What follows belongs to an exercise in optimizing a design on an open flow for small area and few clock cycles; a production flow would make more cautious choices.
Function was checked by simulation only, so behaviour that the tests miss may differ from the original.
Power figures rest on the tool's default switching activity, not on a simulated workload.

## run A
==> flow/design.v (excerpt) <==
module nic_output_port_lookup #(
    parameter int unsigned C_M_AXIS_DATA_WIDTH = 512,
    parameter int unsigned C_S_AXIS_DATA_WIDTH = 512,
    parameter int unsigned C_M_AXIS_TUSER_WIDTH = 128,
    parameter int unsigned C_S_AXIS_TUSER_WIDTH = 128,
    parameter int unsigned SRC_PORT_POS = 16,
    parameter int unsigned DST_PORT_POS = 24,
    parameter int unsigned        C_S_AXI_DATA_WIDTH = 32,
    parameter int unsigned        C_S_AXI_ADDR_WIDTH = 12,
    parameter bit          [31:0] C_BASEADDR         = 32'h00000000
) (
    input axis_aclk,
    input axis_resetn,
    output [        C_M_AXIS_DATA_WIDTH - 1:0] m_axis_tdata,
    output [((C_M_AXIS_DATA_WIDTH / 8)) - 1:0] m_axis_tkeep,
    output [         C_M_AXIS_TUSER_WIDTH-1:0] m_axis_tuser,
    output                                     m_axis_tvalid,
    input                                      m_axis_tready,
    output                                     m_axis_tlast,
    input  [        C_S_AXIS_DATA_WIDTH - 1:0] s_axis_tdata,
    input  [((C_S_AXIS_DATA_WIDTH / 8)) - 1:0] s_axis_tkeep,
    input  [         C_S_AXIS_TUSER_WIDTH-1:0] s_axis_tuser,
    input                                      s_axis_tvalid,
    output                                     s_axis_tready,
    input                                      s_axis_tlast,
    input  [  C_S_AXI_ADDR_WIDTH-1 : 0] S_AXI_AWADDR,
    input                               S_AXI_AWVALID,
    input  [  C_S_AXI_DATA_WIDTH-1 : 0] S_AXI_WDATA,
    input  [C_S_AXI_DATA_WIDTH/8-1 : 0] S_AXI_WSTRB,
    input                               S_AXI_WVALID,
    input                               S_AXI_BREADY,
    input  [  C_S_AXI_ADDR_WIDTH-1 : 0] S_AXI_ARADDR,
  ...
For scale: about 1,800 flip-flops, roughly 1,500 I/O pins.
export LEC_CHECK = 0
export CAP_MARGIN = 20
export CORE_AREA = 10 10 690 690
export DIE_AREA = 0 0 700 700
export SLEW_MARGIN = 20
create_clock -name core_clock -period 4.0 [get_ports {axis_aclk}]
standard.sh (not shown) runs the stock make flow with config.mk's settings and CLKGATE_MAP_FILE= SYNTH_SCRIPT=/design/flow/synth_recipe.tcl, a recipe that flattens the netlist after the stock synthesis.
==> flow/flow/run.sh <==
#!/bin/bash
set -euo pipefail
bash standard.sh BUFFER_PORTS_ARGS="-buffer_cell sky130_fd_sc_hd__buf_1" \
  CTS_ARGS="-sink_clustering_enable -repair_clock_nets -dont_use_dummy_load -sink_clustering_size 20 -sink_clustering_max_diameter 60" \
  DIE_AREA="0 0 450 450" CORE_AREA="10 10 440 440" finish > standard.log 2>&1
Testbench counts of run A, summed over its fixed seeds: cycles 25,265.
> inputs changed (run A -> run B)
==> flow/flow/run.sh <==
#!/bin/bash
set -euo pipefail
bash standard.sh BUFFER_PORTS_ARGS="-buffer_cell sky130_fd_sc_hd__buf_1" \
  CTS_ARGS="-sink_clustering_enable -repair_clock_nets -dont_use_dummy_load" finish > standard.log 2>&1
- Relative to run A, worst-case register-to-register setup slack has decreased by 0.08 ns in run B.
- The core of run B is less densely filled than that of run A.
- Run B: ratio of cells with drive above 1 in the final layout 1.4 points above run A
- For run A, the slowest stage cell on the critical path was sky130_fd_sc_hd__nor4_1, unlike run B, where it was sky130_fd_sc_hd__edfxtp_1.
- Run B vs. run A: met3 routing resource usage after global routing lower, number of buffers and inverters on the critical path higher, leakage power total higher, number of global-route vias before repair higher, peak supply drop lower.
- The estimated power of run B ends up higher than the estimate for run A.
Inputs modified between run B and run C:
==> flow/flow/run.sh <==
#!/bin/bash
set -euo pipefail
bash standard.sh BUFFER_PORTS_ARGS="-buffer_cell sky130_fd_sc_hd__buf_1" \
  CTS_ARGS="-sink_clustering_enable -repair_clock_nets -dont_use_dummy_load" \
  DIE_AREA="0 0 450 450" CORE_AREA="10 10 440 440" finish > standard.log 2>&1
## What came out
Run C completed every stage of the flow, and the final layout passed the timing, design-rule and antenna checks. Total number of cells along the worst setup path | run C below run B. Run C ended up with a higher first-iteration DRC count than run B did. Run C ended with less power than run B. Area growth from synthesis to final layout in run C is 8.4 points lower than in run B. Compared with run B, run C instantiates a smaller number of cells. Between run C and run B, it is run C whose die extent in x is lower, by 36%. Clock skew (run C over run B): decrease, 0.093 ns. Taking run B as the reference, in run C cell row count dropped 92, power per cell area rose 4.3%.

==> separate check: timing with driven ports <==
In the flow no input, the clock included, has a driving cell. The finished layouts below were timed again as built, in two steps.
Step 1 sets driving cells, clkbuf_16 on the clock port and buf_2 on the other inputs (assumed; they add their load-dependent delay and slew).
Step 2 times the ports against the registers' clock, not the clock port: input delays grow and output delays shrink by t, the midpoint of the rising clock arrivals with the driver on.
a / b / c = ideal / step 1 / step 2; a / b = the first two.
| run | shift t [ns] | slack for setup (ns) | worst slew at a driven data input, ns |
|---|---|---|---|
| run A | 0.867 | 0.282 / 0.191 / 0.427 | 0.32 |
| run B | 0.950 | 0.634 / 0.543 / 0.269 | 0.38 |
| run C | 0.879 | 0.255 / 0.163 / 0.441 | 0.34 |
After both steps setup and hold are still met in every run listed. For run B, which loses most, drivers alone change the setup slack by -0.091 ns; drivers and shift together by -0.365 ns.
